Source: an optimization exercise on an open RTL-to-GDS flow (aim: small area, a short achievable clock period and few clock cycles). Production flows keep margins and buffers that such runs may drop.
RTL that was checked went through simulation tests only; none was proved equivalent to the original.
Only the layout flow was run in run 1; the RTL was not checked for function there.

### run.sh
#!/bin/bash
# synth_recipe.tcl (not shown) runs the flow's synth.tcl, then flattens the netlist and writes it again
# the make line also repeats each setting of config.mk as NAME=value (left out here)
make -C /OpenROAD-flow-scripts/flow DESIGN_CONFIG=/design/flow/config.mk WORK_HOME=/design/flow/orfs CLKGATE_MAP_FILE= SYNTH_SCRIPT=/design/flow/synth_recipe.tcl finish
### config.mk
export PLATFORM = sky130hd
export DESIGN_NAME = goldschmidt_divider_q4_4
export DESIGN_NICKNAME = goldschmidt_divider_q4_4
export VERILOG_FILES = /design/flow/design.v
export SDC_FILE = /design/flow/constraint.sdc
export NUM_CORES = 4
export LEC_CHECK = 0
export CAP_MARGIN = 20
export CORE_MARGIN = 2
export CORE_UTILIZATION = 40
export SLEW_MARGIN = 20
### constraint.sdc
create_clock -name core_clock -period 8.0 [get_ports {clk}]
set_input_delay 1.6000 -clock core_clock [delete_from_list [all_inputs] [get_ports {clk}]]
set_output_delay 1.6000 -clock core_clock [all_outputs]
set_load 0.01 [all_outputs]
### design.v
module goldschmidt_divider_q4_4 (
    input  wire       clk,
    input  wire       rst_n,
    input  wire       start,
    input  wire [7:0] numerator,
    input  wire [7:0] denominator,
    output wire [7:0] quotient,
    output reg        valid,
    output reg        error
);
    reg busy;
    always @(posedge clk or negedge rst_n) begin
        if (!rst_n) begin
            busy  <= 1'b0;
            valid <= 1'b0;
        end else begin
            busy  <= start;
            valid <= busy;
        end
    end
    wire       sgn0 = numerator[7] ^ denominator[7];
    wire [7:0] nr0  = numerator[7]   ? -numerator   : numerator;
    wire [7:0] dr0  = denominator[7] ? -denominator : denominator;
    reg [2:0] p0, cls0;
    always @(*) begin
        casez (dr0)
            8'b1???????: begin p0 = 3'd7; cls0 = dr0[6:4]; end
            8'b01??????: begin p0 = 3'd6; cls0 = dr0[5:3]; end
            8'b001?????: begin p0 = 3'd5; cls0 = dr0[4:2]; end
            8'b0001????: begin p0 = 3'd4; cls0 = dr0[3:1]; end
            8'b00001???: begin p0 = 3'd3; cls0 = dr0[2:0]; end
            8'b000001??: begin p0 = 3'd2; cls0 = {dr0[1:0], 1'b0}; end
            8'b0000001?: begin p0 = 3'd1; cls0 = {dr0[0], 2'b0}; end
            default:     begin p0 = 3'd0; cls0 = 3'd0; end
        endcase
    end
    reg [4:0] bd0, bd1;
    reg [2:0] bd2;
    always @(*) begin
        case ({nr0[2:0], 1'b0})
            4'b0000:          bd0 = 5'b00000;
            4'b0010:          bd0 = 5'b00001;
            4'b0100:          bd0 = 5'b00010;
            4'b0110:          bd0 = 5'b00100;
            4'b1000:          bd0 = 5'b11000;
            4'b1010:          bd0 = 5'b10100;
            4'b1100:          bd0 = 5'b10010;
            default:          bd0 = 5'b10001;
        endcase
        case (nr0[5:2])
            4'b0000, 4'b1111: bd1 = 5'b00000;
            4'b0001, 4'b0010: bd1 = 5'b00001;
            4'b0011, 4'b0100: bd1 = 5'b00010;
            4'b0101, 4'b0110: bd1 = 5'b00100;
            4'b0111:          bd1 = 5'b01000;
            4'b1000:          bd1 = 5'b11000;
            4'b1001, 4'b1010: bd1 = 5'b10100;
            4'b1011, 4'b1100: bd1 = 5'b10010;
            default:          bd1 = 5'b10001;
        endcase
        bd2 = {1'b0, nr0[7] | (nr0[6] & nr0[5]), ~nr0[7] & (nr0[6] ^ nr0[5])};
    end
    reg [7:0] rom0;
    always @(*) begin
        case (nr0[6:0])
            7'd0: rom0 = 8'd0;
            7'd1: rom0 = 8'd187;
            7'd2: rom0 = 8'd229;
            7'd3: rom0 = 8'd108;
            7'd4: rom0 = 8'd242;
            7'd5: rom0 = 8'd173;
            7'd6: rom0 = 8'd215;
            7'd7: rom0 = 8'd94;
            7'd8: rom0 = 8'd229;
            7'd9: rom0 = 8'd15;
            7'd10: rom0 = 8'd202;
            7'd11: rom0 = 8'd81;
            7'd12: rom0 = 8'd122;
            7'd13: rom0 = 8'd1;
            7'd14: rom0 = 8'd188;
            7'd15: rom0 = 8'd67;
            7'd16: rom0 = 8'd109;
            7'd17: rom0 = 8'd244;
            7'd18: rom0 = 8'd123;
            7'd19: rom0 = 8'd216;
            7'd20: rom0 = 8'd95;
            7'd21: rom0 = 8'd230;
            7'd22: rom0 = 8'd16;
            7'd23: rom0 = 8'd203;
            7'd24: rom0 = 8'd82;
            7'd25: rom0 = 8'd217;
            7'd26: rom0 = 8'd3;
            7'd27: rom0 = 8'd138;
            7'd28: rom0 = 8'd68;
            7'd29: rom0 = 8'd110;
            7'd30: rom0 = 8'd245;
            7'd31: rom0 = 8'd124;
            7'd32: rom0 = 8'd166;
            7'd33: rom0 = 8'd97;
            7'd34: rom0 = 8'd232;
            7'd35: rom0 = 8'd111;
            7'd36: rom0 = 8'd153;
            7'd37: rom0 = 8'd83;
            7'd38: rom0 = 8'd218;
            7'd39: rom0 = 8'd4;
            7'd40: rom0 = 8'd139;
            7'd41: rom0 = 8'd18;
            7'd42: rom0 = 8'd112;
            7'd43: rom0 = 8'd247;
            7'd44: rom0 = 8'd125;
            7'd45: rom0 = 8'd4;
            7'd46: rom0 = 8'd98;
            7'd47: rom0 = 8'd233;
            7'd48: rom0 = 8'd112;
            7'd49: rom0 = 8'd154;
            7'd50: rom0 = 8'd33;
            7'd51: rom0 = 8'd220;
            7'd52: rom0 = 8'd5;
            7'd53: rom0 = 8'd140;
            7'd54: rom0 = 8'd19;
            7'd55: rom0 = 8'd206;
            7'd56: rom0 = 8'd248;
            7'd57: rom0 = 8'd127;
            7'd58: rom0 = 8'd6;
            7'd59: rom0 = 8'd47;
            7'd60: rom0 = 8'd234;
            7'd61: rom0 = 8'd113;
            7'd62: rom0 = 8'd155;
            7'd63: rom0 = 8'd34;
            7'd64: rom0 = 8'd169;
            7'd65: rom0 = 8'd100;
            7'd66: rom0 = 8'd141;
            7'd67: rom0 = 8'd20;
            7'd68: rom0 = 8'd155;
            7'd69: rom0 = 8'd249;
            7'd70: rom0 = 8'd128;
            7'd71: rom0 = 8'd7;
            7'd72: rom0 = 8'd49;
            7'd73: rom0 = 8'd183;
            7'd74: rom0 = 8'd114;
            7'd75: rom0 = 8'd249;
            7'd76: rom0 = 8'd35;
            7'd77: rom0 = 8'd170;
            7'd78: rom0 = 8'd101;
            7'd79: rom0 = 8'd143;
            7'd80: rom0 = 8'd21;
            7'd81: rom0 = 8'd156;
            7'd82: rom0 = 8'd198;
            7'd83: rom0 = 8'd129;
            7'd84: rom0 = 8'd8;
            7'd85: rom0 = 8'd143;
            7'd86: rom0 = 8'd58;
            7'd87: rom0 = 8'd245;
            7'd88: rom0 = 8'd30;
            7'd89: rom0 = 8'd165;
            7'd90: rom0 = 8'd44;
            7'd91: rom0 = 8'd179;
            7'd92: rom0 = 8'd17;
            7'd93: rom0 = 8'd152;
            7'd94: rom0 = 8'd31;
            7'd95: rom0 = 8'd72;
            7'd96: rom0 = 8'd207;
            7'd97: rom0 = 8'd138;
            7'd98: rom0 = 8'd180;
            7'd99: rom0 = 8'd59;
            7'd100: rom0 = 8'd194;
            7'd101: rom0 = 8'd125;
            7'd102: rom0 = 8'd166;
            7'd103: rom0 = 8'd45;
            7'd104: rom0 = 8'd180;
            7'd105: rom0 = 8'd222;
            7'd106: rom0 = 8'd153;
            7'd107: rom0 = 8'd32;
            7'd108: rom0 = 8'd74;
            7'd109: rom0 = 8'd208;
            7'd110: rom0 = 8'd139;
            7'd111: rom0 = 8'd18;
            7'd112: rom0 = 8'd60;
            7'd113: rom0 = 8'd195;
            7'd114: rom0 = 8'd74;
            7'd115: rom0 = 8'd168;
            7'd116: rom0 = 8'd47;
            7'd117: rom0 = 8'd181;
            7'd118: rom0 = 8'd223;
            7'd119: rom0 = 8'd154;
            7'd120: rom0 = 8'd33;
            7'd121: rom0 = 8'd168;
            7'd122: rom0 = 8'd210;
            7'd123: rom0 = 8'd89;
            7'd124: rom0 = 8'd19;
            7'd125: rom0 = 8'd61;
            7'd126: rom0 = 8'd196;
            7'd127: rom0 = 8'd75;
        endcase
    end
    wire dz0   = (denominator == 8'd0);
    wire eq0   = (nr0 == dr0);
    wire d160  = (dr0 == 8'h10);
    wire d1280 = (denominator == 8'h80);
    reg [7:0] spec0;
    always @(*) begin
        if (dz0)       spec0 = 8'h00;
        else if (eq0)  spec0 = 8'h10;
        else if (d160) spec0 = nr0;
        else           spec0 = rom0;
    end
    reg [4:0]  bdg0, bdg1;
    reg [2:0]  bdg2;
    reg [2:0]  pa, cls;
    reg        sgna, dza, usespa;
    reg [7:0]  speca;
    always @(posedge clk) begin
        bdg0   <= bd0;
        bdg1   <= bd1;
        bdg2   <= bd2;
        pa     <= p0;
        cls    <= cls0;
        sgna   <= sgn0;
        dza    <= dz0;
        usespa <= dz0 | eq0 | d160 | d1280;
        speca  <= spec0;
    end
    wire [12:0] k1 = ({13{cls == 3'd0}} & 13'd7224) |
        ({13{cls == 3'd1}} & 13'd6783) |
        ({13{cls == 3'd2}} & 13'd6240) |
        ({13{cls == 3'd3}} & 13'd5840) |
        ({13{cls == 3'd4}} & 13'd5328) |
        ({13{cls == 3'd5}} & 13'd5004) |
        ({13{cls == 3'd6}} & 13'd4658) |
        ({13{cls == 3'd7}} & 13'd4369);
    wire [14:0] k3 = ({15{cls == 3'd0}} & 15'd21672) |
        ({15{cls == 3'd1}} & 15'd20349) |
        ({15{cls == 3'd2}} & 15'd18720) |
        ({15{cls == 3'd3}} & 15'd17520) |
        ({15{cls == 3'd4}} & 15'd15984) |
        ({15{cls == 3'd5}} & 15'd15012) |
        ({15{cls == 3'd6}} & 15'd13974) |
        ({15{cls == 3'd7}} & 15'd13107);
    wire       bs0 = bdg0[4], bs1 = bdg1[4];
    wire [4:1] bm0 = bdg0[3:0], bm1 = bdg1[3:0];
    wire [4:1] bm2 = {2'b00, bdg2[1:0]};
    wire m1_1;
    wire m1_2;
    wire m1_3;
    wire m1_4;
    wire m1_5;
    wire m1_6;
    wire m1_7;
    wire m1_8;
    wire m1_9;
    wire m1_10;
    wire m1_11;
    wire m1_12;
    wire m1_13;
    wire m1_14;
    wire m1_15;
    wire m1_16;
    wire m1_17;
    wire m1_18;
    wire m1_19;
    wire m1_20;
    wire m1_21;
    wire m1_22;
    wire m1_23;
    wire m1_24;
    wire m1_25;
    wire m1_26;
    wire m1_27;
    wire m1_28;
    wire m1_29;
    wire m1_30;
    wire m1_31;
    wire m1_32;
    wire m1_33;
    wire m1_34;
    assign m1_1 = bs1 ^ (bs0 ^ ((bm0[1] & k1[3]) | (bm0[2] & k1[2]) | (bm0[3] & k3[3]) | (bm0[4] & k1[1])));
    assign m1_2 = bs1 & (bs0 ^ ((bm0[1] & k1[3]) | (bm0[2] & k1[2]) | (bm0[3] & k3[3]) | (bm0[4] & k1[1])));
    assign m1_3 = (bs0 ^ ((bm0[1] & k1[4]) | (bm0[2] & k1[3]) | (bm0[3] & k3[4]) | (bm0[4] & k1[2]))) ^ (bs1 ^ ((bm1[1] & k1[1]) | (bm1[2] & k1[0]) | (bm1[3] & k3[1])));
    assign m1_4 = (bs0 ^ ((bm0[1] & k1[4]) | (bm0[2] & k1[3]) | (bm0[3] & k3[4]) | (bm0[4] & k1[2]))) & (bs1 ^ ((bm1[1] & k1[1]) | (bm1[2] & k1[0]) | (bm1[3] & k3[1])));
    assign m1_5 = (bs0 ^ ((bm0[1] & k1[5]) | (bm0[2] & k1[4]) | (bm0[3] & k3[5]) | (bm0[4] & k1[3]))) ^ (bs1 ^ ((bm1[1] & k1[2]) | (bm1[2] & k1[1]) | (bm1[3] & k3[2]) | (bm1[4] & k1[0])));
    assign m1_6 = (bs0 ^ ((bm0[1] & k1[5]) | (bm0[2] & k1[4]) | (bm0[3] & k3[5]) | (bm0[4] & k1[3]))) & (bs1 ^ ((bm1[1] & k1[2]) | (bm1[2] & k1[1]) | (bm1[3] & k3[2]) | (bm1[4] & k1[0])));
    assign m1_7 = (bs0 ^ ((bm0[1] & k1[6]) | (bm0[2] & k1[5]) | (bm0[3] & k3[6]) | (bm0[4] & k1[4]))) ^ (bs1 ^ ((bm1[1] & k1[3]) | (bm1[2] & k1[2]) | (bm1[3] & k3[3]) | (bm1[4] & k1[1]))) ^ ((bm2[1] & k1[0]));
    assign m1_8 = ((bs0 ^ ((bm0[1] & k1[6]) | (bm0[2] & k1[5]) | (bm0[3] & k3[6]) | (bm0[4] & k1[4]))) & (bs1 ^ ((bm1[1] & k1[3]) | (bm1[2] & k1[2]) | (bm1[3] & k3[3]) | (bm1[4] & k1[1])))) | ((bs0 ^ ((bm0[1] & k1[6]) | (bm0[2] & k1[5]) | (bm0[3] & k3[6]) | (bm0[4] & k1[4]))) & ((bm2[1] & k1[0]))) | ((bs1 ^ ((bm1[1] & k1[3]) | (bm1[2] & k1[2]) | (bm1[3] & k3[3]) | (bm1[4] & k1[1]))) & ((bm2[1] & k1[0])));
    assign m1_9 = (bs0 ^ ((bm0[1] & k1[7]) | (bm0[2] & k1[6]) | (bm0[3] & k3[7]) | (bm0[4] & k1[5]))) ^ (bs1 ^ ((bm1[1] & k1[4]) | (bm1[2] & k1[3]) | (bm1[3] & k3[4]) | (bm1[4] & k1[2]))) ^ ((bm2[1] & k1[1]) | (bm2[2] & k1[0]));
    assign m1_10 = ((bs0 ^ ((bm0[1] & k1[7]) | (bm0[2] & k1[6]) | (bm0[3] & k3[7]) | (bm0[4] & k1[5]))) & (bs1 ^ ((bm1[1] & k1[4]) | (bm1[2] & k1[3]) | (bm1[3] & k3[4]) | (bm1[4] & k1[2])))) | ((bs0 ^ ((bm0[1] & k1[7]) | (bm0[2] & k1[6]) | (bm0[3] & k3[7]) | (bm0[4] & k1[5]))) & ((bm2[1] & k1[1]) | (bm2[2] & k1[0]))) | ((bs1 ^ ((bm1[1] & k1[4]) | (bm1[2] & k1[3]) | (bm1[3] & k3[4]) | (bm1[4] & k1[2]))) & ((bm2[1] & k1[1]) | (bm2[2] & k1[0])));
    assign m1_11 = (bs0 ^ ((bm0[1] & k1[8]) | (bm0[2] & k1[7]) | (bm0[3] & k3[8]) | (bm0[4] & k1[6]))) ^ (bs1 ^ ((bm1[1] & k1[5]) | (bm1[2] & k1[4]) | (bm1[3] & k3[5]) | (bm1[4] & k1[3]))) ^ ((bm2[1] & k1[2]) | (bm2[2] & k1[1]));
    assign m1_12 = ((bs0 ^ ((bm0[1] & k1[8]) | (bm0[2] & k1[7]) | (bm0[3] & k3[8]) | (bm0[4] & k1[6]))) & (bs1 ^ ((bm1[1] & k1[5]) | (bm1[2] & k1[4]) | (bm1[3] & k3[5]) | (bm1[4] & k1[3])))) | ((bs0 ^ ((bm0[1] & k1[8]) | (bm0[2] & k1[7]) | (bm0[3] & k3[8]) | (bm0[4] & k1[6]))) & ((bm2[1] & k1[2]) | (bm2[2] & k1[1]))) | ((bs1 ^ ((bm1[1] & k1[5]) | (bm1[2] & k1[4]) | (bm1[3] & k3[5]) | (bm1[4] & k1[3]))) & ((bm2[1] & k1[2]) | (bm2[2] & k1[1])));
    assign m1_13 = (bs0 ^ ((bm0[1] & k1[9]) | (bm0[2] & k1[8]) | (bm0[3] & k3[9]) | (bm0[4] & k1[7]))) ^ (bs1 ^ ((bm1[1] & k1[6]) | (bm1[2] & k1[5]) | (bm1[3] & k3[6]) | (bm1[4] & k1[4]))) ^ ((bm2[1] & k1[3]) | (bm2[2] & k1[2]));
    assign m1_14 = ((bs0 ^ ((bm0[1] & k1[9]) | (bm0[2] & k1[8]) | (bm0[3] & k3[9]) | (bm0[4] & k1[7]))) & (bs1 ^ ((bm1[1] & k1[6]) | (bm1[2] & k1[5]) | (bm1[3] & k3[6]) | (bm1[4] & k1[4])))) | ((bs0 ^ ((bm0[1] & k1[9]) | (bm0[2] & k1[8]) | (bm0[3] & k3[9]) | (bm0[4] & k1[7]))) & ((bm2[1] & k1[3]) | (bm2[2] & k1[2]))) | ((bs1 ^ ((bm1[1] & k1[6]) | (bm1[2] & k1[5]) | (bm1[3] & k3[6]) | (bm1[4] & k1[4]))) & ((bm2[1] & k1[3]) | (bm2[2] & k1[2])));
    assign m1_15 = (bs0 ^ ((bm0[1] & k1[10]) | (bm0[2] & k1[9]) | (bm0[3] & k3[10]) | (bm0[4] & k1[8]))) ^ (bs1 ^ ((bm1[1] & k1[7]) | (bm1[2] & k1[6]) | (bm1[3] & k3[7]) | (bm1[4] & k1[5]))) ^ ((bm2[1] & k1[4]) | (bm2[2] & k1[3]));
    assign m1_16 = ((bs0 ^ ((bm0[1] & k1[10]) | (bm0[2] & k1[9]) | (bm0[3] & k3[10]) | (bm0[4] & k1[8]))) & (bs1 ^ ((bm1[1] & k1[7]) | (bm1[2] & k1[6]) | (bm1[3] & k3[7]) | (bm1[4] & k1[5])))) | ((bs0 ^ ((bm0[1] & k1[10]) | (bm0[2] & k1[9]) | (bm0[3] & k3[10]) | (bm0[4] & k1[8]))) & ((bm2[1] & k1[4]) | (bm2[2] & k1[3]))) | ((bs1 ^ ((bm1[1] & k1[7]) | (bm1[2] & k1[6]) | (bm1[3] & k3[7]) | (bm1[4] & k1[5]))) & ((bm2[1] & k1[4]) | (bm2[2] & k1[3])));
    assign m1_17 = (bs0 ^ ((bm0[1] & k1[11]) | (bm0[2] & k1[10]) | (bm0[3] & k3[11]) | (bm0[4] & k1[9]))) ^ (bs1 ^ ((bm1[1] & k1[8]) | (bm1[2] & k1[7]) | (bm1[3] & k3[8]) | (bm1[4] & k1[6]))) ^ ((bm2[1] & k1[5]) | (bm2[2] & k1[4]));
    assign m1_18 = ((bs0 ^ ((bm0[1] & k1[11]) | (bm0[2] & k1[10]) | (bm0[3] & k3[11]) | (bm0[4] & k1[9]))) & (bs1 ^ ((bm1[1] & k1[8]) | (bm1[2] & k1[7]) | (bm1[3] & k3[8]) | (bm1[4] & k1[6])))) | ((bs0 ^ ((bm0[1] & k1[11]) | (bm0[2] & k1[10]) | (bm0[3] & k3[11]) | (bm0[4] & k1[9]))) & ((bm2[1] & k1[5]) | (bm2[2] & k1[4]))) | ((bs1 ^ ((bm1[1] & k1[8]) | (bm1[2] & k1[7]) | (bm1[3] & k3[8]) | (bm1[4] & k1[6]))) & ((bm2[1] & k1[5]) | (bm2[2] & k1[4])));
    assign m1_19 = (bs0 ^ ((bm0[1] & k1[12]) | (bm0[2] & k1[11]) | (bm0[3] & k3[12]) | (bm0[4] & k1[10]))) ^ (bs1 ^ ((bm1[1] & k1[9]) | (bm1[2] & k1[8]) | (bm1[3] & k3[9]) | (bm1[4] & k1[7]))) ^ ((bm2[1] & k1[6]) | (bm2[2] & k1[5]));
    assign m1_20 = ((bs0 ^ ((bm0[1] & k1[12]) | (bm0[2] & k1[11]) | (bm0[3] & k3[12]) | (bm0[4] & k1[10]))) & (bs1 ^ ((bm1[1] & k1[9]) | (bm1[2] & k1[8]) | (bm1[3] & k3[9]) | (bm1[4] & k1[7])))) | ((bs0 ^ ((bm0[1] & k1[12]) | (bm0[2] & k1[11]) | (bm0[3] & k3[12]) | (bm0[4] & k1[10]))) & ((bm2[1] & k1[6]) | (bm2[2] & k1[5]))) | ((bs1 ^ ((bm1[1] & k1[9]) | (bm1[2] & k1[8]) | (bm1[3] & k3[9]) | (bm1[4] & k1[7]))) & ((bm2[1] & k1[6]) | (bm2[2] & k1[5])));
    assign m1_21 = (bs0 ^ ((bm0[2] & k1[12]) | (bm0[3] & k3[13]) | (bm0[4] & k1[11]))) ^ (bs1 ^ ((bm1[1] & k1[10]) | (bm1[2] & k1[9]) | (bm1[3] & k3[10]) | (bm1[4] & k1[8]))) ^ ((bm2[1] & k1[7]) | (bm2[2] & k1[6]));
    assign m1_22 = ((bs0 ^ ((bm0[2] & k1[12]) | (bm0[3] & k3[13]) | (bm0[4] & k1[11]))) & (bs1 ^ ((bm1[1] & k1[10]) | (bm1[2] & k1[9]) | (bm1[3] & k3[10]) | (bm1[4] & k1[8])))) | ((bs0 ^ ((bm0[2] & k1[12]) | (bm0[3] & k3[13]) | (bm0[4] & k1[11]))) & ((bm2[1] & k1[7]) | (bm2[2] & k1[6]))) | ((bs1 ^ ((bm1[1] & k1[10]) | (bm1[2] & k1[9]) | (bm1[3] & k3[10]) | (bm1[4] & k1[8]))) & ((bm2[1] & k1[7]) | (bm2[2] & k1[6])));
    assign m1_23 = (bs0 ^ ((bm0[3] & k3[14]) | (bm0[4] & k1[12]))) ^ (bs1 ^ ((bm1[1] & k1[11]) | (bm1[2] & k1[10]) | (bm1[3] & k3[11]) | (bm1[4] & k1[9]))) ^ ((bm2[1] & k1[8]) | (bm2[2] & k1[7]));
    assign m1_24 = ((bs0 ^ ((bm0[3] & k3[14]) | (bm0[4] & k1[12]))) & (bs1 ^ ((bm1[1] & k1[11]) | (bm1[2] & k1[10]) | (bm1[3] & k3[11]) | (bm1[4] & k1[9])))) | ((bs0 ^ ((bm0[3] & k3[14]) | (bm0[4] & k1[12]))) & ((bm2[1] & k1[8]) | (bm2[2] & k1[7]))) | ((bs1 ^ ((bm1[1] & k1[11]) | (bm1[2] & k1[10]) | (bm1[3] & k3[11]) | (bm1[4] & k1[9]))) & ((bm2[1] & k1[8]) | (bm2[2] & k1[7])));
    assign m1_25 = bs0 ^ (bs1 ^ ((bm1[1] & k1[12]) | (bm1[2] & k1[11]) | (bm1[3] & k3[12]) | (bm1[4] & k1[10]))) ^ ((bm2[1] & k1[9]) | (bm2[2] & k1[8]));
    assign m1_26 = (bs0 & (bs1 ^ ((bm1[1] & k1[12]) | (bm1[2] & k1[11]) | (bm1[3] & k3[12]) | (bm1[4] & k1[10])))) | (bs0 & ((bm2[1] & k1[9]) | (bm2[2] & k1[8]))) | ((bs1 ^ ((bm1[1] & k1[12]) | (bm1[2] & k1[11]) | (bm1[3] & k3[12]) | (bm1[4] & k1[10]))) & ((bm2[1] & k1[9]) | (bm2[2] & k1[8])));
    assign m1_27 = bs0 ^ (bs1 ^ ((bm1[2] & k1[12]) | (bm1[3] & k3[13]) | (bm1[4] & k1[11]))) ^ ((bm2[1] & k1[10]) | (bm2[2] & k1[9]));
    assign m1_28 = (bs0 & (bs1 ^ ((bm1[2] & k1[12]) | (bm1[3] & k3[13]) | (bm1[4] & k1[11])))) | (bs0 & ((bm2[1] & k1[10]) | (bm2[2] & k1[9]))) | ((bs1 ^ ((bm1[2] & k1[12]) | (bm1[3] & k3[13]) | (bm1[4] & k1[11]))) & ((bm2[1] & k1[10]) | (bm2[2] & k1[9])));
    assign m1_29 = bs0 ^ (bs1 ^ ((bm1[3] & k3[14]) | (bm1[4] & k1[12]))) ^ ((bm2[1] & k1[11]) | (bm2[2] & k1[10]));
    assign m1_30 = (bs0 & (bs1 ^ ((bm1[3] & k3[14]) | (bm1[4] & k1[12])))) | (bs0 & ((bm2[1] & k1[11]) | (bm2[2] & k1[10]))) | ((bs1 ^ ((bm1[3] & k3[14]) | (bm1[4] & k1[12]))) & ((bm2[1] & k1[11]) | (bm2[2] & k1[10])));
    assign m1_31 = ~bs0 ^ ~bs1 ^ ((bm2[1] & k1[12]) | (bm2[2] & k1[11]));
    assign m1_32 = (~bs0 & ~bs1) | (~bs0 & ((bm2[1] & k1[12]) | (bm2[2] & k1[11]))) | (~bs1 & ((bm2[1] & k1[12]) | (bm2[2] & k1[11])));
    assign m1_33 = 1'b1 ^ ((bm2[2] & k1[12]));
    assign m1_34 = 1'b1 & ((bm2[2] & k1[12]));
    wire [19:0] x_a = {m1_33, m1_31, m1_29, m1_27, m1_25, m1_23, m1_21, m1_19, m1_17, m1_15, m1_13, m1_11, m1_9, m1_7, m1_5, m1_3, m1_1, (bs0 ^ ((bm0[1] & k1[2]) | (bm0[2] & k1[1]) | (bm0[3] & k3[2]) | (bm0[4] & k1[0]))), (bs0 ^ ((bm0[1] & k1[1]) | (bm0[2] & k1[0]) | (bm0[3] & k3[1]))), bs0};
    wire [19:0] x_b = {m1_32, m1_30, m1_28, m1_26, m1_24, m1_22, m1_20, m1_18, m1_16, m1_14, m1_12, m1_10, m1_8, m1_6, m1_4, m1_2, (bs1 ^ ((bm1[1] & k1[0]) | (bm1[3] & k3[0]))), 1'b0, 1'b0, (bs0 ^ ((bm0[1] & k1[0]) | (bm0[3] & k3[0])))};
    wire [19:0] x  = x_a + x_b;
    wire [11:0] n2 = x[19:8];
    wire [1:0] s3 = ({2{cls == 3'd1}} & 2'd1) |
        ({2{cls == 3'd2}} & 2'd2) |
        ({2{cls == 3'd3}} & 2'd2) |
        ({2{cls == 3'd4}} & 2'd2) |
        ({2{cls == 3'd5}} & 2'd2) |
        ({2{cls == 3'd6}} & 2'd2) |
        ({2{cls == 3'd7}} & 2'd2);
    wire [1:0] es = ({2{cls == 3'd0}} & 2'd1) |
        ({2{cls == 3'd2}} & 2'd2) |
        ({2{cls == 3'd4}} & 2'd1);
    wire [2:0] e1 = ({3{cls == 3'd0}} & 3'd1) |
        ({3{cls == 3'd1}} & 3'd4) |
        ({3{cls == 3'd2}} & 3'd7) |
        ({3{cls == 3'd3}} & 3'd2) |
        ({3{cls == 3'd4}} & 3'd1) |
        ({3{cls == 3'd7}} & 3'd1);
    wire [2:0] e2 = ({3{cls == 3'd0}} & 3'd4) |
        ({3{cls == 3'd1}} & 3'd1) |
        ({3{cls == 3'd3}} & 3'd1) |
        ({3{cls == 3'd4}} & 3'd2) |
        ({3{cls == 3'd5}} & 3'd1) |
        ({3{cls == 3'd6}} & 3'd1);
    wire [19:0] c2 = ({20{cls == 3'd0}} & 20'd1040385) |
        ({20{cls == 3'd2}} & 20'd1015812) |
        ({20{cls == 3'd4}} & 20'd1040385);
    wire es_0 = es[0], es_1 = es[1];
    wire e1_0 = e1[0], e1_1 = e1[1], e1_2 = e1[2];
    wire e2_0 = e2[0], e2_1 = e2[1], e2_2 = e2[2];
    wire m2_1;
    wire m2_2;
    wire m2_3;
    wire m2_4;
    wire m2_5;
    wire m2_6;
    wire m2_7;
    wire m2_8;
    wire m2_9;
    wire m2_10;
    wire m2_11;
    wire m2_12;
    wire m2_13;
    wire m2_14;
    wire m2_15;
    wire m2_16;
    wire m2_17;
    wire m2_18;
    wire m2_19;
    wire m2_20;
    wire m2_21;
    wire m2_22;
    wire m2_23;
    wire m2_24;
    wire m2_25;
    wire m2_26;
    wire m2_27;
    wire m2_28;
    wire m2_29;
    wire m2_30;
    wire m2_31;
    wire m2_32;
    wire m2_33;
    wire m2_34;
    wire m2_35;
    wire m2_36;
    wire m2_37;
    wire m2_38;
    wire m2_39;
    wire m2_40;
    wire m2_41;
    wire m2_42;
    wire m2_43;
    wire m2_44;
    wire m2_45;
    wire m2_46;
    wire m2_47;
    wire m2_48;
    wire m2_49;
    wire m2_50;
    wire m2_51;
    wire m2_52;
    wire m2_53;
    wire m2_54;
    assign m2_1 = n2[0] ^ (es_0 ^ ((e1_0 & n2[8]) | (e2_0 & n2[7])));
    assign m2_2 = n2[0] & (es_0 ^ ((e1_0 & n2[8]) | (e2_0 & n2[7])));
    assign m2_3 = n2[1] ^ (es_0 ^ ((e1_0 & n2[9]) | (e2_0 & n2[8]))) ^ (es_1 ^ ((e1_1 & n2[7]) | (e2_1 & n2[6])));
    assign m2_4 = (n2[1] & (es_0 ^ ((e1_0 & n2[9]) | (e2_0 & n2[8])))) | (n2[1] & (es_1 ^ ((e1_1 & n2[7]) | (e2_1 & n2[6])))) | ((es_0 ^ ((e1_0 & n2[9]) | (e2_0 & n2[8]))) & (es_1 ^ ((e1_1 & n2[7]) | (e2_1 & n2[6]))));
    assign m2_5 = n2[2] ^ (es_0 ^ ((e1_0 & n2[10]) | (e2_0 & n2[9]))) ^ (es_1 ^ ((e1_1 & n2[8]) | (e2_1 & n2[7])));
    assign m2_6 = (n2[2] & (es_0 ^ ((e1_0 & n2[10]) | (e2_0 & n2[9])))) | (n2[2] & (es_1 ^ ((e1_1 & n2[8]) | (e2_1 & n2[7])))) | ((es_0 ^ ((e1_0 & n2[10]) | (e2_0 & n2[9]))) & (es_1 ^ ((e1_1 & n2[8]) | (e2_1 & n2[7]))));
    assign m2_7 = n2[3] ^ (es_0 ^ ((e1_0 & n2[11]) | (e2_0 & n2[10]))) ^ (es_1 ^ ((e1_1 & n2[9]) | (e2_1 & n2[8])));
    assign m2_8 = (n2[3] & (es_0 ^ ((e1_0 & n2[11]) | (e2_0 & n2[10])))) | (n2[3] & (es_1 ^ ((e1_1 & n2[9]) | (e2_1 & n2[8])))) | ((es_0 ^ ((e1_0 & n2[11]) | (e2_0 & n2[10]))) & (es_1 ^ ((e1_1 & n2[9]) | (e2_1 & n2[8]))));
    assign m2_9 = n2[4] ^ (es_0 ^ ((e2_0 & n2[11]))) ^ (es_1 ^ ((e1_1 & n2[10]) | (e2_1 & n2[9])));
    assign m2_10 = (n2[4] & (es_0 ^ ((e2_0 & n2[11])))) | (n2[4] & (es_1 ^ ((e1_1 & n2[10]) | (e2_1 & n2[9])))) | ((es_0 ^ ((e2_0 & n2[11]))) & (es_1 ^ ((e1_1 & n2[10]) | (e2_1 & n2[9]))));
    assign m2_11 = n2[5] ^ c2[13] ^ (es_1 ^ ((e1_1 & n2[11]) | (e2_1 & n2[10])));
    assign m2_12 = (n2[5] & c2[13]) | (n2[5] & (es_1 ^ ((e1_1 & n2[11]) | (e2_1 & n2[10])))) | (c2[13] & (es_1 ^ ((e1_1 & n2[11]) | (e2_1 & n2[10]))));
    assign m2_13 = n2[6] ^ c2[14] ^ (es_1 ^ ((e2_1 & n2[11])));
    assign m2_14 = (n2[6] & c2[14]) | (n2[6] & (es_1 ^ ((e2_1 & n2[11])))) | (c2[14] & (es_1 ^ ((e2_1 & n2[11]))));
    assign m2_15 = n2[7] ^ c2[15];
    assign m2_16 = n2[7] & c2[15];
    assign m2_17 = n2[8] ^ c2[16];
    assign m2_18 = n2[8] & c2[16];
    assign m2_19 = c2[2] ^ (es_0 ^ ((e1_0 & n2[2]) | (e2_0 & n2[1])));
    assign m2_20 = c2[2] & (es_0 ^ ((e1_0 & n2[2]) | (e2_0 & n2[1])));
    assign m2_21 = (es_0 ^ ((e1_0 & n2[3]) | (e2_0 & n2[2]))) ^ (es_1 ^ ((e1_1 & n2[1]) | (e2_1 & n2[0])));
    assign m2_22 = (es_0 ^ ((e1_0 & n2[3]) | (e2_0 & n2[2]))) & (es_1 ^ ((e1_1 & n2[1]) | (e2_1 & n2[0])));
    assign m2_23 = (es_0 ^ ((e1_0 & n2[4]) | (e2_0 & n2[3]))) ^ (es_1 ^ ((e1_1 & n2[2]) | (e2_1 & n2[1]))) ^ ((e1_2 & n2[0]));
    assign m2_24 = ((es_0 ^ ((e1_0 & n2[4]) | (e2_0 & n2[3]))) & (es_1 ^ ((e1_1 & n2[2]) | (e2_1 & n2[1])))) | ((es_0 ^ ((e1_0 & n2[4]) | (e2_0 & n2[3]))) & ((e1_2 & n2[0]))) | ((es_1 ^ ((e1_1 & n2[2]) | (e2_1 & n2[1]))) & ((e1_2 & n2[0])));
    assign m2_25 = (es_0 ^ ((e1_0 & n2[5]) | (e2_0 & n2[4]))) ^ (es_1 ^ ((e1_1 & n2[3]) | (e2_1 & n2[2]))) ^ ((e1_2 & n2[1]) | (e2_2 & n2[0]));
    assign m2_26 = ((es_0 ^ ((e1_0 & n2[5]) | (e2_0 & n2[4]))) & (es_1 ^ ((e1_1 & n2[3]) | (e2_1 & n2[2])))) | ((es_0 ^ ((e1_0 & n2[5]) | (e2_0 & n2[4]))) & ((e1_2 & n2[1]) | (e2_2 & n2[0]))) | ((es_1 ^ ((e1_1 & n2[3]) | (e2_1 & n2[2]))) & ((e1_2 & n2[1]) | (e2_2 & n2[0])));
    assign m2_27 = (es_0 ^ ((e1_0 & n2[6]) | (e2_0 & n2[5]))) ^ (es_1 ^ ((e1_1 & n2[4]) | (e2_1 & n2[3]))) ^ ((e1_2 & n2[2]) | (e2_2 & n2[1]));
    assign m2_28 = ((es_0 ^ ((e1_0 & n2[6]) | (e2_0 & n2[5]))) & (es_1 ^ ((e1_1 & n2[4]) | (e2_1 & n2[3])))) | ((es_0 ^ ((e1_0 & n2[6]) | (e2_0 & n2[5]))) & ((e1_2 & n2[2]) | (e2_2 & n2[1]))) | ((es_1 ^ ((e1_1 & n2[4]) | (e2_1 & n2[3]))) & ((e1_2 & n2[2]) | (e2_2 & n2[1])));
    assign m2_29 = (es_0 ^ ((e1_0 & n2[7]) | (e2_0 & n2[6]))) ^ (es_1 ^ ((e1_1 & n2[5]) | (e2_1 & n2[4]))) ^ ((e1_2 & n2[3]) | (e2_2 & n2[2]));
    assign m2_30 = ((es_0 ^ ((e1_0 & n2[7]) | (e2_0 & n2[6]))) & (es_1 ^ ((e1_1 & n2[5]) | (e2_1 & n2[4])))) | ((es_0 ^ ((e1_0 & n2[7]) | (e2_0 & n2[6]))) & ((e1_2 & n2[3]) | (e2_2 & n2[2]))) | ((es_1 ^ ((e1_1 & n2[5]) | (e2_1 & n2[4]))) & ((e1_2 & n2[3]) | (e2_2 & n2[2])));
    assign m2_31 = (es_1 ^ ((e1_1 & n2[6]) | (e2_1 & n2[5]))) ^ ((e1_2 & n2[4]) | (e2_2 & n2[3])) ^ m2_1;
    assign m2_32 = ((es_1 ^ ((e1_1 & n2[6]) | (e2_1 & n2[5]))) & ((e1_2 & n2[4]) | (e2_2 & n2[3]))) | ((es_1 ^ ((e1_1 & n2[6]) | (e2_1 & n2[5]))) & m2_1) | (((e1_2 & n2[4]) | (e2_2 & n2[3])) & m2_1);
    assign m2_33 = ((e1_2 & n2[5]) | (e2_2 & n2[4])) ^ m2_2 ^ m2_3;
    assign m2_34 = (((e1_2 & n2[5]) | (e2_2 & n2[4])) & m2_2) | (((e1_2 & n2[5]) | (e2_2 & n2[4])) & m2_3) | (m2_2 & m2_3);
    assign m2_35 = ((e1_2 & n2[6]) | (e2_2 & n2[5])) ^ m2_4 ^ m2_5;
    assign m2_36 = (((e1_2 & n2[6]) | (e2_2 & n2[5])) & m2_4) | (((e1_2 & n2[6]) | (e2_2 & n2[5])) & m2_5) | (m2_4 & m2_5);
    assign m2_37 = ((e1_2 & n2[7]) | (e2_2 & n2[6])) ^ m2_6 ^ m2_7;
    assign m2_38 = (((e1_2 & n2[7]) | (e2_2 & n2[6])) & m2_6) | (((e1_2 & n2[7]) | (e2_2 & n2[6])) & m2_7) | (m2_6 & m2_7);
    assign m2_39 = ((e1_2 & n2[8]) | (e2_2 & n2[7])) ^ m2_8 ^ m2_9;
    assign m2_40 = (((e1_2 & n2[8]) | (e2_2 & n2[7])) & m2_8) | (((e1_2 & n2[8]) | (e2_2 & n2[7])) & m2_9) | (m2_8 & m2_9);
    assign m2_41 = ((e1_2 & n2[9]) | (e2_2 & n2[8])) ^ m2_10 ^ m2_11;
    assign m2_42 = (((e1_2 & n2[9]) | (e2_2 & n2[8])) & m2_10) | (((e1_2 & n2[9]) | (e2_2 & n2[8])) & m2_11) | (m2_10 & m2_11);
    assign m2_43 = ((e1_2 & n2[10]) | (e2_2 & n2[9])) ^ m2_12 ^ m2_13;
    assign m2_44 = (((e1_2 & n2[10]) | (e2_2 & n2[9])) & m2_12) | (((e1_2 & n2[10]) | (e2_2 & n2[9])) & m2_13) | (m2_12 & m2_13);
    assign m2_45 = m2_15 ^ ((e1_2 & n2[11]) | (e2_2 & n2[10])) ^ m2_14;
    assign m2_46 = (m2_15 & ((e1_2 & n2[11]) | (e2_2 & n2[10]))) | (m2_15 & m2_14) | (((e1_2 & n2[11]) | (e2_2 & n2[10])) & m2_14);
    assign m2_47 = m2_16 ^ m2_17 ^ ((e2_2 & n2[11]));
    assign m2_48 = (m2_16 & m2_17) | (m2_16 & ((e2_2 & n2[11]))) | (m2_17 & ((e2_2 & n2[11])));
    assign m2_49 = n2[9] ^ c2[17] ^ m2_18;
    assign m2_50 = (n2[9] & c2[17]) | (n2[9] & m2_18) | (c2[17] & m2_18);
    assign m2_51 = n2[10] ^ c2[18];
    assign m2_52 = n2[10] & c2[18];
    assign m2_53 = n2[11] ^ c2[19];
    assign m2_54 = n2[11] & c2[19];
    wire [19:0] y_a = {m2_53, m2_51, m2_49, m2_47, m2_45, m2_43, m2_41, m2_39, m2_37, m2_35, m2_33, m2_31, m2_29, m2_27, m2_25, m2_23, m2_21, m2_19, (es_0 ^ ((e1_0 & n2[1]) | (e2_0 & n2[0]))), c2[0]};
    wire [19:0] y_b = {m2_52, m2_50, m2_48, m2_46, m2_44, m2_42, m2_40, m2_38, m2_36, m2_34, m2_32, m2_30, m2_28, m2_26, m2_24, m2_22, m2_20, (es_1 ^ ((e1_1 & n2[0]))), 1'b0, (es_0 ^ ((e1_0 & n2[0])))};
    wire [14:0] ylo = {1'b0, y_a[13:0]} + {1'b0, y_b[13:0]};
    reg [5:0]  yha, yhb, n3lo;
    reg        c14, sg;
    reg [6:0]  ph;
    reg [1:0]  sb;
    always @(posedge clk) begin
        yha   <= usespa ? {3'd0, speca[7:5]} : y_a[19:14];
        yhb   <= usespa ? 6'd0 : y_b[19:14];
        n3lo  <= usespa ? {speca[4:0], 1'b0} : ylo[13:8];
        c14   <= ~usespa & ylo[14];
        ph    <= usespa ? 7'd1 : (7'd1 << pa);
        sb    <= usespa ? 2'd3 : s3;
        sg    <= sgna;
        error <= dza;
    end
    wire [11:0] n3 = {yha + yhb + {5'd0, c14}, n3lo};
    wire [11:0] n3s = (sb == 2'd0) ? {6'd0, n3[11:6]} :
                      (sb == 2'd1) ? {7'd0, n3[11:7]} :
                      (sb == 2'd2) ? {8'd0, n3[11:8]} : 12'd0;
    wire [14:0] v = ({3'd0, n3} ^ {15{sg}}) + ({3'd0, n3s} ^ {15{sg}}) +
                    {8'd0, ph} + {14'd0, sg};
    assign quotient = ({8{ph[0]}} & v[8:1])  | ({8{ph[1]}} & v[9:2])  |
                      ({8{ph[2]}} & v[10:3]) | ({8{ph[3]}} & v[11:4]) |
                      ({8{ph[4]}} & v[12:5]) | ({8{ph[5]}} & v[13:6]) |
                      ({8{ph[6]}} & v[14:7]);
endmodule
==> reports/metrics.csv, run 1 <==
stage,metric,value,unit
setup_path,slowest_stage,fa_1,
detailed_routing,ant_nets,0,
timing,hold-worst-slack,0.326,ns
finish,stdcell_count,1684,
logic_synthesis,yosys-top-cells-area,"dfxtp_1, ha_1, fa_1, a21oi_1, o21ai_0",
detailed_routing,highest_layer,met4,
logic_synthesis,synth-edff-count,0,
global_routing,grt_pass1_wl,51.6,mm
finish,post-route-util,44.6,%
clock_network,cts_tree,yes,
global_routing,grt_start_max_net_pins,59,
floorplanning,pin_count,29,
logic_synthesis,synth_area,10000,um^2
clock_network,cts_max_path_buffers,2,
detailed_routing,wl_met2,14.4,mm
logic_synthesis,synth_seq_area_share,12.3,%
logic_synthesis,syn_nets,1522,
timing,worst_slack,0.457,ns
logic_synthesis,synth_top_area_cell,dfxtp_1,
min_path,hp-class,reg2reg,
detailed_routing,drt-initial-drc-count,1489,
placed_design,pre_cts_ws,0.350,ns
floorplanning,fp.dieH,162,um
clock_network,cts_setup_buffers,0,
setup_path,worstPathRequired,8.23,ns
logic_synthesis,yosys-top-cells-count,"nand2_1, nor2_1, a21oi_1, o21ai_0, ha_1",
floorplanning,die_width,162,um
floorplanning,floorplan.die_area,26300,um^2
floorplanning,rows,57,
detailed_routing,first_pass_iters,6,
timing,clock-skew-final,0.00705,ns
timing,grt_setup_unrepaired,no,
timing,fin_crit,7.54,ns
placed_design,dp.cells,1668,
global_routing,grtUsageTotal,24.0,%
detailed_routing,wl_met1,14.1,mm
timing,hold_viol,0,
timing,maxSlewViolCount,0,
detailed_routing,avgViaCountPerCell,6.24,
clock_network,clock_sinks,61,
setup_path,path_buf_inv,4,
finish,area_growth,8.82,%
global_routing,grt_pass1_vias,9696,
detailed_routing,vias,10507,
placed_design,io_buffers,28,
job,drv_cap,0,
timing,maxSlewHeadroom,23.6,%
logic_synthesis,ys_async_sr_fraction,3.28,%
logic_synthesis,synthDistinctLibCells,92,
clock_network,cts.clk_slew.worst_paths,0.05,ns
logic_synthesis,synth_area_per_cell,7.23,um^2
clock_network,clk_latency,0.32,ns
detailed_routing,wl_per_cell,19.0,um
detailed_routing,wl_met3,2.45,mm
finish,nets,1490,
global_routing,overflow,0,
timing,period_share,94.3,%
finish,drive_above_1_share,7.28,%
logic_synthesis,synth-main-ff-cell,dfxtp_1,
setup_path,crit_family,compound AO/OA/AOI/OAI gates,
placed_design,gp_congestion,0.928,
logic_synthesis,syn_inst,1387,
clock_network,root_buffer,clkbuf_16,
run_status,run_status,finished clean,
logic_synthesis,synth.most_common_cell,nand2_1,
finish,diodes,0,
setup_path,cp-start-kind,flop,
detailed_routing,drc,0,
placed_design,hpwl,23.5,mm
floorplanning,initial_core_util,41.0,%
timing,fmax,133,MHz
finish,fillers,2521,
logic_synthesis,synth_seq_cells,61,
logic_synthesis,synth_top_area_share,11.8,%
setup_path,worst-setup-path-type,reg2reg,
timing,tightestPinTransition,1.14,ns
floorplanning,core,24500,um^2
setup_path,ff2ff_setup_slack,0.46,ns
timing,setup_viol,0,
clock_network,htree_levels,3,
global_routing,antenna_found_initial,0,
setup_path,slowest_delay,0.50,ns
setup_path,path_max_fanout,22,
detailed_routing,wl,31.9,mm
logic_synthesis,yosys_warnings,1,
setup_path,cp-end-kind,flop,
clock_network,cts_made_buffers,9,
setup_path,crit_arrival,7.78,ns
timing,setup_tns,0,ns
logic make-up (layout without fill, tap and decap cells):
logic type | count (synthesis) | in the layout | synth area share, %
buf+inv | 178 | 151 | 7.01
simple gates | 431 | 431 | 19.6
xor+xnor | 100 | 100 | 9.04
compound gates | 490 | 490 | 33.2
flops | 61 | 61 | 12.3
fa+ha+maj | 116 | 116 | 17.5
mux | 11 | 11 | 1.30
metal layers:
layer	GRT usage [%]	vias up
met3	3.12	81
li1	-	4981
met5	0	-
met1	34.0	4895
met4	7.68	0
met2	37.7	550
sequential cells by signal, indices dropped and copies added, names as in the netlist, 3 cells and up:
signal	cells
speca	8
ph	7
yhb	6
yha	6
bdg1	5
pa	3
bdg0	5
n3lo	6
cls	3
worst paths after layout:
path / from / to / cells after the start
setup / recovery: cls[1] / n3lo[5] / 30
hold / removal: dza / error / 0
setup reg to reg: cls[1] / n3lo[5] / 30
hold reg to reg: dza / error / 0
max in group asynchronous: rst_n / busy / 1
min in group asynchronous: rst_n / valid / 1
worst register-to-register path, delay by kind of cell (launching register included):
family	cells	cell delay (ns)
flip-flops	1	0.32
buffers and inverters	4	0.69
XOR/XNOR	2	0.51
AND/OR/NAND/NOR	5	0.98
adder cells (fa/ha/maj)	5	2.14
AO/OA/AOI/OAI	14	2.81
stage by stage:
step / cell area, um^2
finish: 10900
global route: 10900
CTS: 10900
detailed placement: 10600
global placement: 10600
floorplan: 10000
cell type report:
class                   count  area, um^2  area share, %
inverters                  68         255           2.34
clock inverters             5        35.0          0.321
multi-input cells        1148        8150           74.7
flip-flops and latches     61        1240           11.3
clock buffers              11         243           2.23
repair buffers             67         586           5.37
well taps                 324         405           3.72
layout by cell type, fill, tap and decap left out, types with 30 or more instances in the layout:
cell	Yosys	routed
nand2_1	146	146
nor2_1	120	120
o21ai_0	111	111
a21oi_1	111	109
ha_1	75	75
inv_1	63	63
xnor2_1	62	60
dfxtp_1	59	56
fa_1	41	41
buf_4	0	38
nand3_1	36	36
xor2_1	34	33
nor3_1	34	33
a211oi_1	30	30
repair_timing:
| action | in CTS | in global routing |
|---|---|---|
| hold buffers | 0 | 0 |
| setup endpoints to repair | 0 | 7 |
| gates resized for setup | 0 | 7 |
==> inputs of run 2 (changes only) <==
--- a/design.v
+++ b/design.v
@@ -449,22 +449,21 @@
     assign m2_54 = n2[11] & c2[19];
     wire [19:0] y_a = {m2_53, m2_51, m2_49, m2_47, m2_45, m2_43, m2_41, m2_39, m2_37, m2_35, m2_33, m2_31, m2_29, m2_27, m2_25, m2_23, m2_21, m2_19, (es_0 ^ ((e1_0 & n2[1]) | (e2_0 & n2[0]))), c2[0]};
     wire [19:0] y_b = {m2_52, m2_50, m2_48, m2_46, m2_44, m2_42, m2_40, m2_38, m2_36, m2_34, m2_32, m2_30, m2_28, m2_26, m2_24, m2_22, m2_20, (es_1 ^ ((e1_1 & n2[0]))), 1'b0, (es_0 ^ ((e1_0 & n2[0])))};
-    wire [14:0] ylo = {1'b0, y_a[13:0]} + {1'b0, y_b[13:0]};
-    reg [5:0]  yha, yhb, n3lo;
-    reg        c14, sg;
+    wire [8:0] ylo = {1'b0, y_a[7:0]} + {1'b0, y_b[7:0]};
+    reg [11:0] ysb, ycb;
+    reg        c8b, sg;
     reg [6:0]  ph;
     reg [1:0]  sb;
     always @(posedge clk) begin
-        yha   <= usespa ? {3'd0, speca[7:5]} : y_a[19:14];
-        yhb   <= usespa ? 6'd0 : y_b[19:14];
-        n3lo  <= usespa ? {speca[4:0], 1'b0} : ylo[13:8];
-        c14   <= ~usespa & ylo[14];
+        ysb   <= usespa ? {3'd0, speca, 1'b0} : y_a[19:8];
+        ycb   <= usespa ? 12'd0 : y_b[19:8];
+        c8b   <= ~usespa & ylo[8];
         ph    <= usespa ? 7'd1 : (7'd1 << pa);
         sb    <= usespa ? 2'd3 : s3;
         sg    <= sgna;
         error <= dza;
     end
-    wire [11:0] n3 = {yha + yhb + {5'd0, c14}, n3lo};
+    wire [11:0] n3 = ysb + ycb + {11'd0, c8b};
     wire [11:0] n3s = (sb == 2'd0) ? {6'd0, n3[11:6]} :
                       (sb == 2'd1) ? {7'd0, n3[11:7]} :
                       (sb == 2'd2) ? {8'd0, n3[11:8]} : 12'd0;
==> reports/metrics.csv, run 2 <==
stage,metric,value,unit,change
timing,fmax,132,MHz,-0.47%
logic_synthesis,syn_nets,1566,,+2.9%
global_routing,grt_pass1_wl,50.7,mm,-1.7%
logic_synthesis,synth.most_common_cell,nand2_1,,
timing,hold_viol,0,,unchanged
setup_path,rr_worst_depth,22,,-27%
clock_network,clk_latency,0.33,ns,about the same
logic_synthesis,yosys-top-cells-count,"nand2_1, a21oi_1, nor2_1, o21ai_0, clkbuf_1",,
setup_path,cp-end-kind,output port,,
setup_path,worst-setup-path-type,reg2out,,
finish,drive_above_1_share,6.32,%,-0.96 points
finish,nets,1507,,+1.1%
clock_network,ctsResizeCount,0,,unchanged
timing,worst_slack,0.421,ns,-0.0358 ns
min_path,hp-class,reg2reg,,
finish,final_common_cell,nand2_1,,
clock_network,cts.clk_slew.worst_paths,0.06,ns,about the same
timing,period_share,94.7,%,+0.45 points
logic_synthesis,yosys_warnings,1,,unchanged
clock_network,cts_max_path_buffers,2,,unchanged
floorplanning,core,25800,um^2,+5.6%
detailed_routing,drc,0,,unchanged
detailed_routing,drt-initial-drc-count,1324,,-11%
timing,clock-skew-final,0.00659,ns,-0.000461 ns
global_routing,grtUsageTotal,22.6,%,-1.3 points
finish,diodes,0,,unchanged
timing,maxSlewViolCount,0,,unchanged
logic_synthesis,synth_area,10400,um^2,+4.0%
setup_path,worstPathRequired,6.40,ns,-1.83 ns
placed_design,pre_cts_ws,0.462,ns,+0.112 ns
detailed_routing,avgViaCountPerCell,6.24,,about the same
finish,top_regs,"ycb: 12 flops, ysb: 12 flops, speca: 8 flops",,
logic_synthesis,synthDistinctLibCells,89,,-3.3%
job,drv_cap,0,,unchanged
placed_design,hpwl,22.5,mm,-4.4%
floorplanning,floorplan.die_area,27400,um^2,+3.9%
logic_synthesis,synth-main-ff-cell,dfxtp_1,,
global_routing,grt_pass1_vias,9651,,-0.46%
run_status,run_status,finished clean,,
min_path,holdPathStages,0,,unchanged
finish,layout_common_cells,"nand2_1, nor2_1, a21oi_1",,
setup_path,path_max_fanout,3,,-86%
setup_path,ff2ff_setup_slack,1.29,ns,+0.83 ns
detailed_routing,vias,10675,,+1.6%
setup_path,crit_arrival,5.98,ns,-1.80 ns
timing,tightestPinTransition,0.970,ns,-0.173 ns
detailed_routing,wl,31.2,mm,-2.4%
floorplanning,initial_core_util,40.3,%,-0.64 points
logic_synthesis,synth_top_area_cell,dfxtp_1,,
floorplanning,rows,59,,+3.5%
timing,fin_crit,7.58,ns,+0.0358 ns
clock_network,clock_sinks,67,,+9.8%
timing,setup_viol,0,,unchanged
placed_design,io_buffers,28,,unchanged
global_routing,antenna_found_initial,0,,unchanged
detailed_routing,ant_nets,0,,unchanged
floorplanning,pin_count,29,,unchanged
finish,area_growth,7.03,%,
clock_network,htree_levels,3,,unchanged
clock_network,cts_tree,yes,,
clock_network,cts_setup_buffers,0,,unchanged
clock_network,cts_made_buffers,9,,unchanged
placed_design,gp_congestion,0.862,,-7.1%
floorplanning,fp.dieH,165,um,+1.9%
logic_synthesis,synth_seq_area_share,13.0,%,+0.68 points
floorplanning,die_width,165,um,+1.9%
logic_synthesis,syn_inst,1431,,+3.2%
logic_synthesis,synth-edff-count,0,,unchanged
finish,post-route-util,43.2,%,-1.4 points
logic_synthesis,synth_seq_cells,67,,+9.8%
global_routing,grt_start_max_net_pins,61,,+3.4%
clock_network,root_buffer,clkbuf_16,,
detailed_routing,wl_per_cell,18.2,um,-4.0%
setup_path,cp-start-kind,flop,,
detailed_routing,first_pass_iters,8,,+2
logic_synthesis,ys_async_sr_fraction,2.99,%,-0.29 points
clock_network,ctsHoldBuffers,0,,unchanged
global_routing,overflow,0,,unchanged
logic_synthesis,synth_area_per_cell,7.28,um^2,+0.78%
timing,maxSlewHeadroom,35.3,%,+12 points
logic_synthesis,synth_top_area_share,12.5,%,+0.70 points
logic_synthesis,yosys-top-cells-area,"dfxtp_1, ha_1, fa_1, a21oi_1, o21ai_0",,
==> run 2: cell types whose count changed after synthesis, sizes merged, moves of 7 or more <==
cell	previous run	this run
nand2	146	132
nor2b	18	28
clkbuf	75	83
or3	15	7
nand3	36	43
o211ai	21	28
==> run 2: cell type report <==
type / instances / area (um^2)
clock buffer: 11 / 243
clock inverter: 5 / 38.8
sequential: 67 / 1360
inverter: 66 / 248
fill: 2655 / 14700
tap: 335 / 419
timing repair buffer: 53 / 468
multi-input combinational: 1175 / 8390
==> run 2: kinds of logic after synthesis <==
family | Yosys count | share of synthesized area (%)
flops | 67 | 13.0
mux | 19 | 2.33
xor+xnor | 99 | 8.73
simple gates | 436 | 19.5
fa+ha+maj | 117 | 17.0
compound gates | 504 | 32.4
buf+inv | 189 | 7.14
==> run 2: final timing paths <==
check / startpoint / to
max: ysb[0] / quotient[5]
min: dza / error
max reg2reg: cls[2] / c8b
min reg2reg: dza / error
max in group asynchronous: rst_n / busy
min in group asynchronous: rst_n / valid
==> run 2: worst max-delay path: stages, from the launching register on <==
cell and delay, ns:
dfxtp_1 0.31, fa_1 0.44, inv_1 0.08, fa_1 0.20, nor2b_1 0.06, o21ai_1 0.16, a21boi_0 0.12, o21ai_1 0.23
nor2b_2 0.19, xnor2_1 0.11, mux2_2 0.27, o21ai_0 0.20, xor2_1 0.12, fa_1 0.56, nor2b_1 0.06, fa_1 0.40
a21o_1 0.22, a221oi_2 0.27, o21ai_0 0.15, a21oi_2 0.19, o21ai_0 0.10, o211a_1 0.17, xor2_1 0.25, a22oi_1 0.14
nand3_1 0.11, clkdlybuf4s50_1 0.54
==> run 2: routing by layer <==
layer / GRT usage (%) / vias up / wire [um]
li1: - / 5123 / -
met3: 2.50 / 49 / 1990
met2: 37.3 / 452 / 14700
met1: 32.0 / 5051 / 14100
met5: 0 / - / 0
met4: 4.70 / 0 / 444
==> run 2: stage by stage <==
step	cell area, um^2	setup TNS, ns	instances	hold slack (ns)
floorplan	10400	0	1431	0.310
global placement	10800	0	1696	0.310
detailed placement	10800	0	1696	0.318
CTS	11100	0	1712	0.344
global route	11200	-0.0346	1712	0.361
finish	11200	0	1712	0.341
Testbench counts of run 2, summed over its fixed seeds: cycles 32,000.
==> inputs of run 3 (changes only) <==
==> flow/run.sh (new file) <==
#!/bin/bash
set -euo pipefail
bash standard.sh MATCH_CELL_FOOTPRINT=0 finish > standard.log 2>&1
==> standard.sh (new file) <==
#!/bin/bash
# synth_recipe.tcl (not shown) runs the flow's synth.tcl, then flattens the netlist and writes it again
# the make line also repeats each setting of config.mk as NAME=value (left out here)
make -C /OpenROAD-flow-scripts/flow DESIGN_CONFIG=/design/flow/config.mk WORK_HOME=/design/flow/orfs CLKGATE_MAP_FILE= SYNTH_SCRIPT=/design/flow/synth_recipe.tcl "${@:-finish}"
--- a/config.mk
+++ b/config.mk
@@ -8,4 +8,5 @@
 export CAP_MARGIN = 20
 export CORE_MARGIN = 2
 export CORE_UTILIZATION = 40
+export SETUP_SLACK_MARGIN = 1.5
 export SLEW_MARGIN = 20
removed: run.sh
==> reports/metrics.csv, run 3 <==
stage,metric,value,unit,change
placed_design,io_buffers,28,,unchanged
setup_path,r2r_start,cls[2],,
finish,diodes,0,,unchanged
global_routing,grt_pass1_wl,52.5,mm,+3.6%
min_path,hp-class,reg2reg,,
floorplanning,fp.dieH,165,um,unchanged
logic_synthesis,synth.most_common_cell,nand2_1,,
logic_synthesis,synth_top_area_share,12.5,%,unchanged
detailed_routing,first_pass_iters,6,,-2
min_path,hp-start,dza,,
finish,nets,1531,,+1.6%
clock_network,clock_sinks,67,,unchanged
detailed_routing,wl_met1,14.5,mm,+2.9%
logic_synthesis,synth-edff-count,0,,unchanged
logic_synthesis,synth_area,10400,um^2,unchanged
finish,final_common_cell,nand2_1,,
setup_path,worstPathRequired,6.40,ns,about the same
timing,setup_viol,0,,unchanged
timing,setup_tns,0,ns,unchanged
timing,worst_slack,0.995,ns,+0.574 ns
global_routing,grt_start_max_net_pins,61,,unchanged
setup_path,worst-setup-path-type,reg2out,,
timing,tightestPinTransition,0.996,ns,+0.0259 ns
logic_synthesis,synth_seq_cells,67,,unchanged
floorplanning,core,25800,um^2,unchanged
setup_path,crit_arrival,5.41,ns,-0.57 ns
clock_network,root_buffer,clkbuf_16,,
min_path,worstHoldEndpoint,error,,
clock_network,htree_levels,3,,unchanged
timing,fin_crit,7.01,ns,-0.574 ns
detailed_routing,drt-initial-drc-count,1224,,-7.6%
detailed_routing,wl,32.0,mm,+2.5%
global_routing,grtUsageTotal,23.4,%,+0.78 points
finish,drive_above_1_share,12.8,%,+6.5 points
logic_synthesis,yosys-top-cells-count,"nand2_1, a21oi_1, nor2_1, o21ai_0, clkbuf_1",,
logic_synthesis,synth_seq_area_share,13.0,%,unchanged
setup_path,slowest_delay,0.57,ns,about the same
detailed_routing,drc,0,,unchanged
timing,maxSlewHeadroom,33.3,%,-2.0 points
placed_design,pre_cts_ws,0.614,ns,+0.152 ns
clock_network,cts_made_buffers,9,,unchanged
finish,top_regs,"ycb: 12 flops, ysb: 12 flops, speca: 8 flops",,
setup_path,slowest_stage,fa_1,,
logic_synthesis,yosys_warnings,1,,unchanged
setup_path,path_max_fanout,3,,unchanged
logic_synthesis,synthDistinctLibCells,89,,unchanged
finish,layout_common_cells,"nand2_1, nor2_1, a21oi_1",,
floorplanning,rows,59,,unchanged
timing,grt_setup_unrepaired,yes,,
setup_path,reg2reg_to,ysb[3],,
timing,hold_viol,0,,unchanged
logic_synthesis,synth_top_area_cell,dfxtp_1,,
detailed_routing,wl_met3,2.11,mm,+6.0%
floorplanning,die_width,165,um,unchanged
logic_synthesis,yosys-top-cells-area,"dfxtp_1, ha_1, fa_1, a21oi_1, o21ai_0",,
global_routing,grt_pass1_vias,10051,,+4.1%
floorplanning,initial_core_util,40.3,%,unchanged
global_routing,overflow,0,,unchanged
floorplanning,floorplan.die_area,27400,um^2,unchanged
clock_network,clk_latency,0.33,ns,about the same
logic_synthesis,ys_async_sr_fraction,2.99,%,unchanged
detailed_routing,vias,10739,,+0.60%
timing,period_share,87.6,%,-7.2 points
detailed_routing,avgViaCountPerCell,6.19,,-0.79%
clock_network,cts_tree,yes,,
min_path,holdPathStages,0,,unchanged
detailed_routing,wl_met2,14.8,mm,+0.76%
setup_path,ff2ff_setup_slack,1.80,ns,+0.51 ns
finish,area_growth,11.9,%,
placed_design,hpwl,22.5,mm,about the same
floorplanning,pin_count,29,,unchanged
logic_synthesis,syn_inst,1431,,unchanged
logic_synthesis,synth-main-ff-cell,dfxtp_1,,
logic_synthesis,synth_area_per_cell,7.28,um^2,unchanged
timing,fmax,143,MHz,+8.2%
detailed_routing,ant_nets,0,,unchanged
setup_path,cp-start-kind,flop,,
job,drv_cap,0,,unchanged
detailed_routing,wl_per_cell,18.4,um,+1.1%
timing,clock-skew-final,0.00859,ns,+0.00201 ns
finish,fillers,2602,,-2.0%
timing,maxSlewViolCount,0,,unchanged
run_status,run_status,finished clean,,
setup_path,rr_worst_depth,21,,-4.5%
detailed_routing,highest_layer,met4,,
clock_network,cts_max_path_buffers,2,,unchanged
placed_design,gp_congestion,0.865,,+0.30%
logic_synthesis,syn_nets,1566,,unchanged
global_routing,antenna_found_initial,0,,unchanged
clock_network,cts.clk_slew.worst_paths,0.06,ns,about the same
setup_path,cp-end-kind,output port,,
==> run 3: final cells by class <==
cell class	instances	area (um^2)	area share [%]
well taps	335	419	3.59
inverters	66	258	2.21
clock buffers	9	225	1.93
clock inverters	7	52.6	0.451
flip-flops and latches	67	1360	11.7
multi-input cells	1175	8720	74.8
repair buffers	77	622	5.33
==> run 3: critical path: cells and delay by family (launching register included) <==
family                   cells  cell delay, ns
XOR/XNOR                     3            0.54
AO/OA/AOI/OAI               13            2.08
flip-flops                   1            0.33
adder cells (fa/ha/maj)      4            1.46
buffers and inverters        4            0.41
AND/OR/NAND/NOR              3            0.26
==> run 3: worst max-delay path by stage <==
stage,slack [ns],start,endpoint
floorplan,1.54,ysb[0],quotient[7]
CTS,0.94,c8b,quotient[7]
finish,0.99,c8b,quotient[5]
detailed placement,0.61,ysb[0],quotient[5]
global placement,0.71,ysb[0],quotient[7]
global route,0.71,c8b,quotient[7]
==> run 3: logic make-up after synthesis <==
logic type | after synthesis | share of synthesized area, %
xor+xnor | 99 | 8.73
fa+ha+maj | 117 | 17.0
flops | 67 | 13.0
simple gates | 436 | 19.5
mux | 19 | 2.33
compound gates | 504 | 32.4
buf+inv | 189 | 7.14
==> run 3: through the flow <==
step                      instances  hold slack, ns  area (um^2)  util (%)
after floorplan                1431           0.310        10400         -
after global placement         1695           0.311        10800      42.0
after global routing           1736           0.354        11700      45.1
after detailed placement       1695           0.319        10800      42.0
after CTS                      1728           0.333        11500      44.5
final                          1736           0.330        11700      45.1
==> run 3: timing repair <==
item / CTS / global route
hold buffers: 0 / 0
setup endpoints to repair: 15 / 17
buffers inserted: 17 / 8
pin swaps: 36 / 27
resized for setup: 83 / 34
==> run 3: layer usage <==
metal / up-vias / global-route usage [%]
met2: 455 / 38.3
li1: 5159 / -
met4: 0 / 5.41
met3: 59 / 2.70
met5: - / 0
met1: 5066 / 33.1

-- separate check: timing with driven ports --
The flow's constraints put no driver on any port. The routed layouts listed below were extracted and timed again, unchanged, in two steps.
Step 1 sets driving cells, clkbuf_16 on the clock port and buf_2 on the other inputs (assumed; they add their load-dependent delay and slew).
Step 2 moves the port delays by t, midway between the first and last clock arrival at a register: inputs arrive t later, outputs are due t later. That takes back most of the time a late clock gives input paths.
Three values: ideal ports, drivers, drivers and shift; two values: the first two.
run | shift t [ns] | setup slack, ns | latest minus earliest clock arrival (ns)
run 1 | 0.357 | 0.457 / 0.457 / 0.457 | 0.007 / 0.007
run 2 | 0.365 | 0.421 / 0.381 / 0.746 | 0.007 / 0.008
run 3 | 0.365 | 0.995 / 0.955 / 1.320 | 0.009 / 0.008
After both steps every run listed still meets setup and hold.
